This is an optimization exercise on Yosys and OpenROAD, whose aim is small area, a short achievable clock period and few clock cycles per item, not a production implementation. At most, simulation tests tie the RTL to the original design; equivalence was not proved. Power figures rest on the tool's default switching activity, not on a simulated workload.

==> flow/design.v <==
module ISR(reset,
           value,
           clock,
           result,
           done
);
  input wire reset;
  input wire [63:0] value;
  input wire clock;
  output wire [31:0] result;
  output wire done;
  reg  [55:0] d;       
  reg  [30:0] r;       
  reg  [31:0] q;       
  reg  [3:0]  cnt;     
  reg         fin;
  reg         lead;    
  wire [7:0] vt = value[63:56];
  reg  [3:0] q0;
  reg  [4:0] r0;
  wire [16:0] ge;
  assign ge[0] = 1'b1;
  assign ge[16] = 1'b0;
  assign ge[1] = vt >= 8'd1;
  assign ge[2] = vt >= 8'd4;
  assign ge[3] = vt >= 8'd9;
  assign ge[4] = vt >= 8'd16;
  assign ge[5] = vt >= 8'd25;
  assign ge[6] = vt >= 8'd36;
  assign ge[7] = vt >= 8'd49;
  assign ge[8] = vt >= 8'd64;
  assign ge[9] = vt >= 8'd81;
  assign ge[10] = vt >= 8'd100;
  assign ge[11] = vt >= 8'd121;
  assign ge[12] = vt >= 8'd144;
  assign ge[13] = vt >= 8'd169;
  assign ge[14] = vt >= 8'd196;
  assign ge[15] = vt >= 8'd225;
  integer kk;
  always @* begin
    q0 = 4'd0;
    r0 = 5'd0;
    for (kk = 1; kk < 16; kk = kk + 1)
      if (ge[kk]) q0 = kk;
    for (kk = 0; kk < 16; kk = kk + 1)
      if (ge[kk] & ~ge[kk + 1]) r0 = r0 | (vt[4:0] - kk * kk);
  end
  wire [29:0] qs = q[29:0];
  wire [34:0] x  = {r, d[55:52]};             
  wire [33:0] t1;
  prefix_add #(.W(34), .KIND(0)) u_t1(.a({1'b0, x[34:2]}), .b(~{2'b00, qs, 2'b01}), .ci(1'b1), .y(t1));
  wire        ge1 = ~t1[33];
  wire [35:0] t2a;
  prefix_add #(.W(36), .KIND(0)) u_t2a(.a({1'b0, x}), .b(~{3'b000, qs, 3'b001}), .ci(1'b1), .y(t2a));
  wire        ge2a = ~t2a[35];
  wire [35:0] m1 = {~{2'b00, qs}, 4'b1111};
  wire [35:0] m2 = {~{3'b000, qs}, 3'b000};
  wire [35:0] xe = {1'b0, x};
  wire [35:0] cs = xe ^ m1 ^ m2;
  wire [35:0] cc = (xe & m1) | (xe & m2) | (m1 & m2);
  wire [35:0] t2b;
  prefix_add #(.W(36), .KIND(0)) u_t2b(.a(cs), .b({cc[34:0], 1'b0}), .ci(1'b0), .y(t2b));
  wire        ge2b = ~t2b[35];
  wire        ge2 = ge1 ? ge2b : ge2a;
  wire [30:0] r1 = ge1 ? (ge2 ? t2b[30:0] : {t1[28:0], x[1:0]})
                       : (ge2 ? t2a[30:0] : x[30:0]);
  wire        skip = lead && (d[55:36] == 20'd0) && (cnt > 4'd5);
  always @(posedge clock) begin
    if (reset) begin
      d   <= value[55:0];
      r   <= {26'd0, r0};
      q   <= {28'd0, q0};
      cnt <= 4'd14;
      fin <= 1'b0;
      lead <= (vt == 8'd0);
    end else begin
      d   <= skip ? {d[35:0], 20'd0} : {d[51:0], 4'b0000};
      lead <= lead && (d[55:52] == 4'd0);
      r   <= r1;
      cnt <= cnt - (skip ? 4'd5 : 4'd1);
      if (!fin) begin
        q   <= {q[29:0], ge1, ge2};
        if (cnt == 4'd1) fin <= 1'b1;
      end
    end
  end
  assign result = q;
  assign done   = fin;
endmodule
module prefix_add #(parameter W = 8, parameter KIND = 0)
  (input wire [W-1:0] a, input wire [W-1:0] b, input wire ci,
   output wire [W-1:0] y);
  reg [W-1:0] g, p, pp;
  reg [W-1:0] gn, pn;
  reg [W:0]   c;
  integer i, j, l, s;
  localparam integer TOP = (W > 32) ? 32 : (W > 16) ? 16 : (W > 8) ? 8 :
                           (W > 4) ? 4 : (W > 2) ? 2 : 1;
  always @* begin
    for (i = 0; i < W; i = i + 1) begin
      g[i]  = a[i] & b[i];
      pp[i] = a[i] ^ b[i];
      p[i]  = pp[i];
    end
    g[0] = g[0] | (p[0] & ci);
    if (KIND == 0) begin
      for (l = 1; l < W; l = l * 2)
        for (j = 2 * l - 1; j < W; j = j + 2 * l) begin
          g[j] = g[j] | (p[j] & g[j - l]);
          p[j] = p[j] & p[j - l];
        end
      for (l = TOP / 2; l >= 1; l = l / 2)
        for (j = 3 * l - 1; j < W; j = j + 2 * l) begin
          g[j] = g[j] | (p[j] & g[j - l]);
          p[j] = p[j] & p[j - l];
        end
    end else if (KIND == 1) begin
      for (l = 1; l < W; l = l * 2) begin
        gn = g; pn = p;
        for (j = 0; j < W; j = j + 1)
          if ((j / l) % 2 == 1) begin
            s = (j / l) * l - 1;
            gn[j] = g[j] | (p[j] & g[s]);
            pn[j] = p[j] & p[s];
          end
        g = gn; p = pn;
      end
    end else if (KIND == 2) begin
      for (l = 1; l < W; l = l * 2) begin
        gn = g; pn = p;
        for (j = l; j < W; j = j + 1) begin
          gn[j] = g[j] | (p[j] & g[j - l]);
          pn[j] = p[j] & p[j - l];
        end
        g = gn; p = pn;
      end
    end else begin
      for (l = 1; l < W; l = l * 2) begin
        gn = g; pn = p;
        for (j = 1; j < W; j = j + 2)
          if (j - l >= 0) begin
            if (l == 1) begin
              gn[j] = g[j] | (p[j] & g[j - 1]);
              pn[j] = p[j] & p[j - 1];
            end else if (j - l >= 1) begin
              gn[j] = g[j] | (p[j] & g[j - l]);
              pn[j] = p[j] & p[j - l];
            end
          end
        g = gn; p = pn;
      end
      gn = g; pn = p;
      for (j = 2; j < W; j = j + 2) begin
        gn[j] = g[j] | (p[j] & g[j - 1]);
        pn[j] = p[j] & p[j - 1];
      end
      g = gn; p = pn;
    end
    c[0] = ci;
    for (i = 0; i < W; i = i + 1)
      c[i + 1] = g[i];
  end
  assign y = pp ^ c[W-1:0];
endmodule
clock: 10.0 ns
lec_check: 0
cap_margin: 20
core_margin: 2
core_utilization: 40
place_density: 0.6
slew_margin: 20
standard.sh (not shown) runs the stock make flow with config.mk's settings and CLKGATE_MAP_FILE= SYNTH_SCRIPT=/design/flow/synth_recipe.tcl, a recipe that flattens the netlist after the stock synthesis.
==> flow/flow/run.sh <==
#!/bin/bash
bash standard.sh BUFFER_PORTS_ARGS="-buffer_cell sky130_fd_sc_hd__buf_1" SETUP_SLACK_MARGIN=6.5 ABC_AREA=1 CTS_BUF_LIST="sky130_fd_sc_hd__clkbuf_4 sky130_fd_sc_hd__clkbuf_8" finish > standard.log 2>&1
Rerun with:
--- a/flow/design.v
+++ b/flow/design.v
@@ -11,12 +11,13 @@
   output wire done;
   reg  [55:0] d;       
   reg  [30:0] r;       
   reg  [31:0] q;       
   reg  [3:0]  cnt;     
   reg         fin;
+  reg         run;     
   reg         lead;    
   wire [7:0] vt = value[63:56];
   reg  [3:0] q0;
   reg  [4:0] r0;
   wire [16:0] ge;
   assign ge[0] = 1'b1;
@@ -61,29 +62,33 @@
   wire [35:0] t2b;
   prefix_add #(.W(36), .KIND(0)) u_t2b(.a(cs), .b({cc[34:0], 1'b0}), .ci(1'b0), .y(t2b));
   wire        ge2b = ~t2b[35];
   wire        ge2 = ge1 ? ge2b : ge2a;
   wire [30:0] r1 = ge1 ? (ge2 ? t2b[30:0] : {t1[28:0], x[1:0]})
                        : (ge2 ? t2a[30:0] : x[30:0]);
-  wire        skip = lead && (d[55:36] == 20'd0) && (cnt > 4'd5);
+  wire        skip = lead && (d[55:40] == 16'd0) && (cnt > 4'd4);
   always @(posedge clock) begin
     if (reset) begin
       d   <= value[55:0];
       r   <= {26'd0, r0};
       q   <= {28'd0, q0};
       cnt <= 4'd14;
       fin <= 1'b0;
+      run <= 1'b1;
       lead <= (vt == 8'd0);
     end else begin
-      d   <= skip ? {d[35:0], 20'd0} : {d[51:0], 4'b0000};
+      d   <= skip ? {d[39:0], 16'd0} : {d[51:0], 4'b0000};
       lead <= lead && (d[55:52] == 4'd0);
       r   <= r1;
-      cnt <= cnt - (skip ? 4'd5 : 4'd1);
-      if (!fin) begin
+      cnt <= cnt - (skip ? 4'd4 : 4'd1);
+      if (run) begin
         q   <= {q[29:0], ge1, ge2};
-        if (cnt == 4'd1) fin <= 1'b1;
+        if (cnt == 4'd1) begin
+          fin <= 1'b1;
+          run <= 1'b0;
+        end
       end
     end
   end
   assign result = q;
   assign done   = fin;
 endmodule
Cell count shrinks by a few percent.
Utilization increases by 1.2 points.
Power falls by a few percent.
Synthesized area falls by a few percent.
Die area decreases by a few percent.
Worst setup slack is worse by 0.059 ns.
Count of clock-buffer cells in the layout stays the same.
Via count fell slightly.
Cell area stays flat.
Register-to-register slack stays flat.
No run of this note included a check of the RTL's function; only the layout flow was run.

ISR, a different RTL version from the one above (not shown whole).
Size in the first run: about 1,400 cells after synthesis, about 99 I/O pins, about 10,000 µm² of cells after synthesis.
==> module ISR, before the edit <==
module ISR(reset,
           value,
           clock,
           result,
           done
);
  input wire reset;
  input wire [63:0] value;
  input wire clock;
  output wire [31:0] result;
  output wire done;
  reg  [55:0] d;       
  reg  [30:0] r;       
  reg  [31:0] q;       
  reg  [3:0]  cnt;     
  reg         fin;
  reg         lead;    
  wire [7:0] vt = value[63:56];
  reg  [3:0] q0;
  reg  [4:0] r0;
  wire [16:0] ge;
  assign ge[0] = 1'b1;
  assign ge[16] = 1'b0;
  assign ge[1] = vt >= 8'd1;
  assign ge[2] = vt >= 8'd4;
  assign ge[3] = vt >= 8'd9;
  assign ge[4] = vt >= 8'd16;
  assign ge[5] = vt >= 8'd25;
  assign ge[6] = vt >= 8'd36;
  assign ge[7] = vt >= 8'd49;
  assign ge[8] = vt >= 8'd64;
  assign ge[9] = vt >= 8'd81;
  assign ge[10] = vt >= 8'd100;
  assign ge[11] = vt >= 8'd121;
  assign ge[12] = vt >= 8'd144;
  assign ge[13] = vt >= 8'd169;
  assign ge[14] = vt >= 8'd196;
  assign ge[15] = vt >= 8'd225;
  integer kk;
  always @* begin
    q0 = 4'd0;
    r0 = 5'd0;
    for (kk = 1; kk < 16; kk = kk + 1)
      if (ge[kk]) q0 = kk;
    for (kk = 0; kk < 16; kk = kk + 1)
      if (ge[kk] & ~ge[kk + 1]) r0 = r0 | (vt[4:0] - kk * kk);
  end
  wire [29:0] qs = q[29:0];
  wire [34:0] x  = {r, d[55:52]};             
  wire [33:0] t1;
  prefix_add #(.W(34), .KIND(0)) u_t1(.a({1'b0, x[34:2]}), .b(~{2'b00, qs, 2'b01}), .ci(1'b1), .y(t1));
  wire        ge1 = ~t1[33];
  wire [35:0] t2a;
  prefix_add #(.W(36), .KIND(0)) u_t2a(.a({1'b0, x}), .b(~{3'b000, qs, 3'b001}), .ci(1'b1), .y(t2a));
  wire        ge2a = ~t2a[35];
  wire [35:0] m1 = {~{2'b00, qs}, 4'b1111};
  wire [35:0] m2 = {~{3'b000, qs}, 3'b000};
  wire [35:0] xe = {1'b0, x};
  wire [35:0] cs = xe ^ m1 ^ m2;
  wire [35:0] cc = (xe & m1) | (xe & m2) | (m1 & m2);
  wire [35:0] t2b;
  prefix_add #(.W(36), .KIND(0)) u_t2b(.a(cs), .b({cc[34:0], 1'b0}), .ci(1'b0), .y(t2b));
  wire        ge2b = ~t2b[35];
  wire        ge2 = ge1 ? ge2b : ge2a;
  wire [30:0] r1 = ge1 ? (ge2 ? t2b[30:0] : {t1[28:0], x[1:0]})
                       : (ge2 ? t2a[30:0] : x[30:0]);
  wire        skip = lead && (d[55:40] == 16'd0) && (cnt > 4'd4);
  always @(posedge clock) begin
    if (reset) begin
      d   <= value[55:0];
      r   <= {26'd0, r0};
      q   <= {28'd0, q0};
      cnt <= 4'd14;
      fin <= 1'b0;
      lead <= (vt == 8'd0);
    end else begin
      d   <= skip ? {d[39:0], 16'd0} : {d[51:0], 4'b0000};
      lead <= lead && (d[55:52] == 4'd0);
      r   <= r1;
      cnt <= cnt - (skip ? 4'd4 : 4'd1);
      if (!fin) begin
        q   <= {q[29:0], ge1, ge2};
        if (cnt == 4'd1) fin <= 1'b1;
      end
    end
  end
  assign result = q;
  assign done   = fin;
endmodule
export LEC_CHECK = 0
export CAP_MARGIN = 20
export CORE_MARGIN = 2
export CORE_UTILIZATION = 40
export PLACE_DENSITY = 0.6
export SLEW_MARGIN = 20
create_clock -name core_clock -period 10.0 [get_ports {clock}]
Scripts as last shown in full above: flow/flow/run.sh
Testbench counts at the start, summed over its fixed seeds: cycles 6,012, items 480.
Next try:
--- a/flow/design.v
+++ b/flow/design.v
@@ -66,4 +66,5 @@
                        : (ge2 ? t2a[30:0] : x[30:0]);
   wire        skip = lead && (d[55:40] == 16'd0) && (cnt > 4'd4);
+  wire        skip2 = !skip && lead && (d[55:48] == 8'd0) && (cnt > 4'd2);
   always @(posedge clock) begin
     if (reset) begin
@@ -75,8 +76,8 @@
       lead <= (vt == 8'd0);
     end else begin
-      d   <= skip ? {d[39:0], 16'd0} : {d[51:0], 4'b0000};
+      d   <= skip ? {d[39:0], 16'd0} : skip2 ? {d[47:0], 8'd0} : {d[51:0], 4'b0000};
       lead <= lead && (d[55:52] == 4'd0);
       r   <= r1;
-      cnt <= cnt - (skip ? 4'd4 : 4'd1);
+      cnt <= cnt - (skip ? 4'd4 : skip2 ? 4'd2 : 4'd1);
       if (!fin) begin
         q   <= {q[29:0], ge1, ge2};
=> Synthesized area came out higher by 5.8%; design area came out higher by 6.2%; via count rose by 9.5%; die area is higher by 5.6%; global-route usage rose by 0.98 points; hold slack is better by 0.0078 ns; first-iteration DRC count went up by 27%; worst setup slack loses 0.023 ns; cell count came out higher by 8.9%; wire length goes up by 8.4%; fmax shrinks by 0.67%; total power is higher by 7.5%.
No functional check of the RTL was part of the second run of this note.

[re-timing with driven ports]
The flow's constraints put no driver on any port. The routed layouts listed below were extracted and timed again, unchanged, in two steps.
Step 1 assumes that a clkbuf_16 drives the clock port and a buf_2 every other input.
Step 2 also shifts input and output timing later by t, the mid clock arrival at the registers, as if the neighbouring blocks saw the same clock.
Slacks: ideal ports / drivers / drivers and shift; pairs: ideal ports / drivers.
| run | t (ns) | slack for setup (ns) | worst setup path after step 2 | clock arrival spread, ns | pins driven straight from the clock port |
|---|---|---|---|---|---|
| the first run of note 1 | 0.508 | 6.591 / 6.618 / 6.110 | input to register | 0.021 / 0.021 | 1 |
| the second run of note 1 | 0.502 | 6.532 / 6.551 / 6.050 | input to register | 0.021 / 0.021 | 1 |
| the first run of note 2 | 0.498 | 6.603 / 6.634 / 6.135 | input to register | 0.017 / 0.017 | 1 |
| the second run of note 2 | 0.508 | 6.580 / 6.598 / 6.091 | input to register | 0.018 / 0.017 | 1 |
After both steps setup and hold are still met in every run listed. For the second run of note 2, which loses most, drivers alone change the setup slack by +0.018 ns; drivers and shift together by -0.489 ns.
